Background: an optimization exercise with open tools, aiming at small area. Do not read the settings as production practice. In this exercise RTL edits were held to simulation tests only and were not proved equivalent to the original. Power is estimated from default activity; no workload was simulated. No driver is modelled on the clock port, so clocking that relies on it looks cheaper here than on a real chip.

==> inputs of cedar <==
==> flow/design.v (excerpt) <==
module TOP_FIR(clk, rst, data_in, data_out);
input clk, rst;
input [15:0] data_in;
output [15:0] data_out;
reg [15:0] data_out;
parameter FIR_tap = 16;
reg [15:0] xn [(2*FIR_tap-1):0];  
wire [15:0] yn;
reg [30:0] prod [(FIR_tap-1):0];
reg [30:0] mac [(FIR_tap-1):0];
reg [15:0] b[(FIR_tap-1):0];
reg [15:0] coef_count;
reg [15:0] coefficient_addr_in;                                                                                                                                      
wire [15:0] coefficient_out;
always @ (posedge clk)
begin
	if(rst == 1)
		begin
		for(i=0; i<=(FIR_tap-1); i=i+1)
			b[i] <= 0;
		end
	else
		begin
			b[0] <= 16'd0001;
			b[1] <= 16'd0002;
			b[2] <= 16'd0003;
			b[3] <= 16'd0004;
			b[4] <= 16'd0005;
			b[5] <= 16'd0006;
			b[6] <= 16'd0007;
			b[7] <= 16'd0008;
			b[8] <= 16'd0009;
			b[9] <= 16'd0010;
			b[10] <= 16'd0011;
			b[11] <= 16'd0012;
			b[12] <= 16'd0013;
			b[13] <= 16'd0014;
			b[14] <= 16'd0015;
			b[15] <= 16'd0016;
		end
end
integer i;
always @ (posedge clk)
begin
	if(rst == 1)
		begin
			for(i=0; i<=(2*FIR_tap-1); i=i+1)
				xn[i] <= 0;
		end
	else
		begin
			xn[0] <= data_in;
			for(i=0; i<=(2*FIR_tap-2); i= i+1)
				begin
					xn[i+1] <= xn[i];
				end
		end
end
always @ (posedge clk)
  ...
==> module TOP_FIR, before the edit <==
module TOP_FIR(clk, rst, data_in, data_out);
input clk, rst;
input [15:0] data_in;
output [15:0] data_out;
reg [15:0] data_out;
parameter FIR_tap = 16;
reg [15:0] xn [(2*FIR_tap-1):0];  
wire [15:0] yn;
reg [30:0] prod [(FIR_tap-1):0];
reg [30:0] mac [(FIR_tap-1):0];
reg [15:0] b[(FIR_tap-1):0];
reg [15:0] coef_count;
reg [15:0] coefficient_addr_in;                                                                                                                                      
wire [15:0] coefficient_out;
always @ (posedge clk)
begin
	if(rst == 1)
		begin
		for(i=0; i<=(FIR_tap-1); i=i+1)
			b[i] <= 0;
		end
	else
		begin
			b[0] <= 16'd0001;
			b[1] <= 16'd0002;
			b[2] <= 16'd0003;
			b[3] <= 16'd0004;
			b[4] <= 16'd0005;
			b[5] <= 16'd0006;
			b[6] <= 16'd0007;
			b[7] <= 16'd0008;
			b[8] <= 16'd0009;
			b[9] <= 16'd0010;
			b[10] <= 16'd0011;
			b[11] <= 16'd0012;
			b[12] <= 16'd0013;
			b[13] <= 16'd0014;
			b[14] <= 16'd0015;
			b[15] <= 16'd0016;
		end
end
integer i;
always @ (posedge clk)
begin
	if(rst == 1)
		begin
			for(i=0; i<=(2*FIR_tap-1); i=i+1)
				xn[i] <= 0;
		end
	else
		begin
			xn[0] <= data_in;
			for(i=0; i<=(2*FIR_tap-2); i= i+1)
				begin
					xn[i+1] <= xn[i];
				end
		end
end
always @ (posedge clk)
begin
	if(rst == 1)
		begin
			for(i=0; i<=(FIR_tap-1); i=i+1)
				prod[i] <= 0;
		end
	else
		begin
			prod[0] <= xn[1] * b[15];
			prod[1] <= xn[3] * b[14];
			prod[2] <= xn[5] * b[13];
			prod[3] <= xn[7] * b[12];
			prod[4] <= xn[9] * b[11];
			prod[5] <= xn[11] * b[10];
			prod[6] <= xn[13] * b[9];
			prod[7] <= xn[15] * b[8];
			prod[8] <= xn[17] * b[7];
			prod[9] <= xn[19] * b[6];
			prod[10] <= xn[21] * b[5];
			prod[11] <= xn[23] * b[4];
			prod[12] <= xn[25] * b[3];
			prod[13] <= xn[27] * b[2];
			prod[14] <= xn[29] * b[1];
			prod[15] <= xn[31] * b[0];
		end
end
always @ (posedge clk)
begin
	if(rst==1)
		begin
			for(i=0; i<=(FIR_tap-1); i=i+1)
				mac[i] <= 0;
		end
	else
		begin
			mac[0] <= prod[0];
			for(i=1; i<=(FIR_tap-1); i=i+1)
				mac[i] <= mac[i-1] + prod[i];
		end
end
assign yn = mac[15];
always @ (posedge clk)
begin
	if(rst == 1)
		begin
			data_out[15:0] <= 0;
		end
	else
		begin
			data_out <= yn[15:0];
		end
end
endmodule
clock: 5.0 ns
lec_check: 0
cap_margin: 20
core_margin: 2
core_utilization: 40
slew_margin: 20
run.sh (not shown) runs the stock make flow with config.mk's settings and CLKGATE_MAP_FILE= SYNTH_SCRIPT=/design/flow/synth_recipe.tcl, a recipe that flattens the netlist after the stock synthesis.
==> inputs of amber, as changes to cedar <==
==> flow/design.v (replaced) <==
`timescale 1ns / 1ps
module TOP_FIR(clk, rst, data_in, data_out);
input clk, rst;
input [15:0] data_in;
output [15:0] data_out;
reg [15:0] data_out;
reg [15:0] d [0:34];
reg [5:0] cnt;                 
reg f18, f19, f34, f35;        
reg [7:0] nlo;                 
reg [7:0] nhi;                 
reg [7:0] ylo;                 
reg cn7, kn8, cy7, ky8;        
integer i;
always @(posedge clk) begin
	d[0] <= data_in;
	for (i = 1; i < 35; i = i + 1)
		d[i] <= d[i-1];
end
always @(posedge clk) begin
	if (rst) begin
		cnt <= 6'd0;
		f18 <= 1'b0;
		f19 <= 1'b0;
		f34 <= 1'b0;
		f35 <= 1'b0;
	end else begin
		if (cnt != 6'd33)
			cnt <= cnt + 6'd1;
		f18 <= (cnt >= 6'd17);
		f19 <= f18;
		f34 <= (cnt == 6'd33);
		f35 <= f34;
	end
end
wire [15:0] a_h = d[18] & {16{f19}};    
wire [15:0] b_h = d[34] & {16{f35}};    
wire [15:0] a_l = d[17] & {16{f18}};    
wire [15:0] b_l = d[33] & {16{f34}};    
genvar g;
wire [7:0] nl_p = nlo ^ b_l[7:0] ^ ~a_l[7:0];
wire [7:0] nl_c = (nlo & b_l[7:0]) | (nlo & ~a_l[7:0]) | (b_l[7:0] & ~a_l[7:0]);
wire [7:0] nl_q = {nl_c[6:0], 1'b1};
wire [8:0] nl_k;
wire [7:0] nl_s;
assign nl_k[0] = 1'b0;
generate for (g = 0; g < 8; g = g + 1) begin : nl_add
	assign nl_s[g] = nl_p[g] ^ nl_q[g] ^ nl_k[g];
	assign nl_k[g+1] = (nl_p[g] & nl_q[g]) | (nl_p[g] & nl_k[g]) | (nl_q[g] & nl_k[g]);
end endgenerate
wire [7:0] nh_p = nhi ^ b_h[15:8] ^ ~a_h[15:8];
wire [7:0] nh_c = (nhi & b_h[15:8]) | (nhi & ~a_h[15:8]) | (b_h[15:8] & ~a_h[15:8]);
wire [7:0] nh_q = {nh_c[6:0], cn7};
wire [8:0] nh_k;
wire [7:0] nh_s;
assign nh_k[0] = kn8;
generate for (g = 0; g < 8; g = g + 1) begin : nh_add
	assign nh_s[g] = nh_p[g] ^ nh_q[g] ^ nh_k[g];
	assign nh_k[g+1] = (nh_p[g] & nh_q[g]) | (nh_p[g] & nh_k[g]) | (nh_q[g] & nh_k[g]);
end endgenerate
wire [7:0] al16 = {a_l[3:0], 4'b0000};
wire [7:0] yl_p = ylo ^ al16 ^ nlo;
wire [7:0] yl_c = (ylo & al16) | (ylo & nlo) | (al16 & nlo);
wire [7:0] yl_q = {yl_c[6:0], 1'b0};
wire [8:0] yl_k;
wire [7:0] yl_s;
assign yl_k[0] = 1'b0;
generate for (g = 0; g < 8; g = g + 1) begin : yl_add
	assign yl_s[g] = yl_p[g] ^ yl_q[g] ^ yl_k[g];
	assign yl_k[g+1] = (yl_p[g] & yl_q[g]) | (yl_p[g] & yl_k[g]) | (yl_q[g] & yl_k[g]);
end endgenerate
wire [7:0] ah16 = a_h[11:4];
wire [7:0] yh_p = data_out[15:8] ^ ah16 ^ nhi;
wire [7:0] yh_c = (data_out[15:8] & ah16) | (data_out[15:8] & nhi) | (ah16 & nhi);
wire [7:0] yh_q = {yh_c[6:0], cy7};
wire [8:0] yh_k;
wire [7:0] yh_s;
assign yh_k[0] = ky8;
generate for (g = 0; g < 8; g = g + 1) begin : yh_add
	assign yh_s[g] = yh_p[g] ^ yh_q[g] ^ yh_k[g];
	assign yh_k[g+1] = (yh_p[g] & yh_q[g]) | (yh_p[g] & yh_k[g]) | (yh_q[g] & yh_k[g]);
end endgenerate
always @(posedge clk) begin
	if (rst) begin
		nlo <= 8'd0;
		nhi <= 8'd0;
		ylo <= 8'd0;
		data_out <= 16'd0;
		cn7 <= 1'b0;
		kn8 <= 1'b1;
		cy7 <= 1'b0;
		ky8 <= 1'b0;
	end else begin
		nlo <= nl_s;
		nhi <= nh_s;
		ylo <= yl_s;
		data_out <= {yh_s, ylo};
		cn7 <= nl_c[7];
		kn8 <= nl_k[8];
		cy7 <= yl_c[7];
		ky8 <= yl_k[8];
	end
end
endmodule
==> flow/flow/run.sh (new file) <==
#!/bin/bash
export CTS_ARGS="-sink_clustering_enable -repair_clock_nets -dont_use_dummy_load -buf_list sky130_fd_sc_hd__clkbuf_4 -sink_clustering_size 20"
export BUFFER_PORTS_ARGS="-buffer_cell sky130_fd_sc_hd__buf_1"
bash standard.sh > standard.log 2>&1
==> flow/standard.sh (new file) <==
#!/bin/bash
# synth_recipe.tcl (not shown) runs the flow's synth.tcl, then flattens the netlist and writes it again
# the make line also repeats each setting of config.mk as NAME=value (left out here)
make -C /OpenROAD-flow-scripts/flow DESIGN_CONFIG=/design/flow/config.mk WORK_HOME=/design/flow/orfs CLKGATE_MAP_FILE= SYNTH_SCRIPT=/design/flow/synth_recipe.tcl "${@:-finish}"
removed: flow/run.sh
==> inputs of garnet, as changes to cedar <==
==> flow/design.v (replaced) <==
`timescale 1ns / 1ps
module TOP_FIR(clk, rst, data_in, data_out);
input clk, rst;
input [15:0] data_in;
output [15:0] data_out;
reg [15:0] data_out;    
reg [15:0] d [0:34];
reg [5:0] cnt;          
reg [15:0] N;           
integer i;
always @(posedge clk) begin
	d[0] <= data_in;
	for (i = 1; i < 35; i = i + 1)
		d[i] <= d[i-1];
end
always @(posedge clk) begin
	if (rst)
		cnt <= 6'd0;
	else if (cnt != 6'd35)
		cnt <= cnt + 6'd1;
end
wire va = (cnt >= 6'd19);
wire vb = (cnt == 6'd35);
wire [15:0] a  = d[18] & {16{va}};       
wire [15:0] na = ~(d[18] & {16{va}});    
wire [15:0] b  = d[34] & {16{vb}};       
wire [15:0] ns_s = N ^ b ^ na;
wire [15:0] ns_c = (N & b) | (N & na) | (b & na);
wire [15:0] n_p = ns_s;
wire [15:0] n_q = {ns_c[14:0], 1'b1};
wire [16:0] n_k;
wire [15:0] n_sum;
assign n_k[0] = 1'b0;
genvar g;
generate for (g = 0; g < 16; g = g + 1) begin : n_add
	assign n_sum[g] = n_p[g] ^ n_q[g] ^ n_k[g];
	assign n_k[g+1] = (n_p[g] & n_q[g]) | (n_p[g] & n_k[g]) | (n_q[g] & n_k[g]);
end endgenerate
wire [15:0] a16 = {a[11:0], 4'b0000};
wire [15:0] ys_s = data_out ^ a16 ^ N;
wire [15:0] ys_c = (data_out & a16) | (data_out & N) | (a16 & N);
wire [15:0] y_p = ys_s;
wire [15:0] y_q = {ys_c[14:0], 1'b0};
wire [16:0] y_k;
wire [15:0] y_sum;
assign y_k[0] = 1'b0;
generate for (g = 0; g < 16; g = g + 1) begin : y_add
	assign y_sum[g] = y_p[g] ^ y_q[g] ^ y_k[g];
	assign y_k[g+1] = (y_p[g] & y_q[g]) | (y_p[g] & y_k[g]) | (y_q[g] & y_k[g]);
end endgenerate
always @(posedge clk) begin
	if (rst) begin
		N <= 16'd0;
		data_out <= 16'd0;
	end else begin
		N <= n_sum;
		data_out <= y_sum;
	end
end
endmodule
==> comparison <==
cedar went through all stages and came out clean. garnet reached the layout checks and failed them: setup timing. amber finished with timing, DRC and antenna clean. The highest synthesized cell count belongs to cedar, the lowest to garnet. Against garnet, the core utilization of cedar is lower by 4.2 points. The highest flip-flop and latch count belongs to cedar, the lowest to garnet. The highest die area belongs to cedar, the lowest to garnet.

---

==> exp/lagoon <==
TOP_FIR, a different RTL version from the one above (not shown whole).
## TOP_FIR
module TOP_FIR(clk, rst, data_in, data_out);
input clk, rst;
input [15:0] data_in;
output [15:0] data_out;
reg [15:0] data_out;
reg [15:0] d [0:34];
reg [4:0] lf;                  
reg f18, f19;                  
reg n34, n35;                  
reg [7:0] nlo;                 
reg [7:0] nhi;                 
reg [7:0] ylo;                 
reg cn7, kn8, cy7, ky8;        
integer i;
wire [7:0] na_l = ~(d[17][7:0] & {8{f18}});       
wire [15:8] na_h = ~(d[18][15:8] & {8{f19}});     
wire [3:0] a_l = ~na_l[3:0];                       
wire [11:4] a_h = {~na_h[11:8], ~d[18][7:4] & {4{f19}}};    
wire [7:0] b_l = ~d[33][7:0] & {8{~n34}};          
wire [15:8] b_h = ~d[34][15:8] & {8{~n35}};        
always @(posedge clk) begin
	d[0] <= data_in;
	for (i = 1; i < 35; i = i + 1)
		d[i] <= d[i-1];
	d[18][7:0] <= na_l;
	d[19][15:8] <= na_h;
end
always @(posedge clk) begin
	if (rst) begin
		lf <= 5'd0;
		f18 <= 1'b0;
		f19 <= 1'b0;
		n34 <= 1'b1;
		n35 <= 1'b1;
	end else begin
		lf <= {lf[3:0], ~(lf[4] ^ lf[0])};
		f18 <= f18 | (lf[4] & lf[3] & ~lf[0]);
		f19 <= f18;
		n34 <= n34 & ~(f18 & lf[3] & lf[2] & lf[1]);
		n35 <= n34;
	end
end
genvar g;
wire [7:0] nl_p = nlo ^ b_l ^ na_l;
wire [7:0] nl_c = (nlo & b_l) | (nlo & na_l) | (b_l & na_l);
wire [7:0] nl_q = {nl_c[6:0], 1'b1};
wire [8:0] nl_k;
wire [7:0] nl_s;
assign nl_k[0] = 1'b0;
generate for (g = 0; g < 8; g = g + 1) begin : nl_add
	assign nl_s[g] = nl_p[g] ^ nl_q[g] ^ nl_k[g];
	assign nl_k[g+1] = (nl_p[g] & nl_q[g]) | (nl_p[g] & nl_k[g]) | (nl_q[g] & nl_k[g]);
end endgenerate
wire [7:0] nh_p = nhi ^ b_h ^ na_h;
wire [7:0] nh_c = (nhi & b_h) | (nhi & na_h) | (b_h & na_h);
wire [7:0] nh_q = {nh_c[6:0], cn7};
wire [8:0] nh_k;
wire [7:0] nh_s;
assign nh_k[0] = kn8;
generate for (g = 0; g < 8; g = g + 1) begin : nh_add
	assign nh_s[g] = nh_p[g] ^ nh_q[g] ^ nh_k[g];
  ...
export LEC_CHECK = 0
export CAP_MARGIN = 20
export CORE_MARGIN = 2
export CORE_UTILIZATION = 75
export PLACE_DENSITY = 0.92
export SLEW_MARGIN = 20
create_clock -name core_clock -period 5.0 [get_ports {clk}]
standard.sh (not shown) runs the stock make flow with config.mk's settings and CLKGATE_MAP_FILE= SYNTH_SCRIPT=/design/flow/synth_recipe.tcl, a recipe that flattens the netlist after the stock synthesis.
==> flow/flow/run.sh <==
#!/bin/bash
# The standard layout (standard.sh) with these changes:
#  - after the standard synthesis, flow/handmap.py rebuilds the logic in front of
#    the accumulator registers as the carry-save / ripple-carry adders the RTL
#    describes, and flow/polopt2.py re-chooses the polarity of the full-adder cells
#    and the type of two-input gates to drop inverters. Both keep the netlist
#    logically the same and leave every register, its name and cell type alone;
#  - clock tree synthesis adds no dummy loads and clusters up to 37 sinks per buffer;
#  - port buffers are buf_1.
set -e
W=$PWD
R=$W/orfs/results/sky130hd/TOP_FIR/base
export CTS_ARGS="-sink_clustering_enable -repair_clock_nets -dont_use_dummy_load -buf_list sky130_fd_sc_hd__clkbuf_16 -sink_clustering_size 38 -sink_clustering_max_diameter 100 -balance_levels"
export BUFFER_PORTS_ARGS="-buffer_cell sky130_fd_sc_hd__buf_1"
bash standard.sh $R/1_2_yosys.v > standard_synth.log 2>&1
cp $R/1_2_yosys.v $W/1_2_yosys_std.v
python3 $W/flow/handmap.py $W/1_2_yosys_std.v $W/1_2_yosys_hm.v > handmap.log 2>&1
python3 $W/flow/polopt2.py $W/1_2_yosys_hm.v $R/1_2_yosys.v > polopt.log 2>&1
bash standard.sh > standard.log 2>&1
Other scripts of this flow, unchanged in this note and not shown: flow/flow/handmap.py, flow/flow/polopt2.py
==> exp/delta: changes against exp/lagoon <==
--- a/flow/flow/run.sh
+++ b/flow/flow/run.sh
@@ -11,5 +11,5 @@
 W=$PWD
 R=$W/orfs/results/sky130hd/TOP_FIR/base
-export CTS_ARGS="-sink_clustering_enable -repair_clock_nets -dont_use_dummy_load -buf_list sky130_fd_sc_hd__clkbuf_16 -sink_clustering_size 38 -sink_clustering_max_diameter 100 -balance_levels"
+export CTS_ARGS="-sink_clustering_enable -repair_clock_nets -dont_use_dummy_load -buf_list sky130_fd_sc_hd__clkbuf_16 -root_buf sky130_fd_sc_hd__clkbuf_4 -sink_clustering_size 37 -sink_clustering_max_diameter 100"
 export BUFFER_PORTS_ARGS="-buffer_cell sky130_fd_sc_hd__buf_1"
 bash standard.sh $R/1_2_yosys.v > standard_synth.log 2>&1
CORE_UTILIZATION = 70   (was 75)
PLACE_DENSITY = 0.85   (was 0.92)
==> qor summary <==
quantity	exp/lagoon	exp/delta
Run status	complete, no violations	complete, no violations
Period utilisation layout	0.926	0.892
Area added between synthesis and finish	6.38%	6.52%
Final setup skew	21.6 ps	74.8 ps
Via/cell ratio	4.76	4.43
Total non-filler cell area in the finished layout	0.0147 mm^2	0.0147 mm^2
Terminating pin of the worst hold path	d[14][11]	d[8][4]
Number of global-route vias before repair	5,500	4,957
Detail Route met3 WL	634 um	516 um
Ratio of total power to cell area	520 mW/mm^2	509 mW/mm^2
M1 WL	7320 um	6820 um
Largest voltage drop on the vdd net	0.000578 V	0.000368 V
End of the critical path	nhi[7]	data_out[15]

## static timing again, ports no longer ideal
No port has a modelled driver above. Below, the same layouts with a new extraction and two added sets of constraints.
Step 1 sets driving cells, clkbuf_16 on the clock port and buf_2 on the other inputs (assumed; they add their load-dependent delay and slew).
Step 2 adds t to the input delays and takes it off the output delays; t is the mean of the earliest and latest rising clock arrival at the registers after step 1. Input paths then give back, and output paths get back, about the clock's delay inside the block.
Slacks: ideal / step 1 / step 2; pairs: ideal / step 1.
run | t, ns | slack for setup (ns) | hold WS [ns] | worst setup path after step 2 | pins driven straight from the clock port
cedar | 0.741 | 0.854 / 0.854 / 0.854 | 0.419 / 0.419 / 0.419 | register to register | 1
amber | 0.748 | 0.492 / 0.492 / 0.492 | 0.283 / 0.283 / 0.283 | register to register | 1
garnet | 0.610 | -2.042 / -2.042 / -2.042 | 0.321 / 0.321 / 0.321 | register to register | 1
exp/lagoon | 0.564 | 0.371 / 0.371 / 0.371 | 0.317 / 0.317 / 0.317 | register to register | 1
exp/delta | 0.766 | 0.542 / 0.543 / 0.543 | 0.264 / 0.264 / 0.264 | register to register | 1
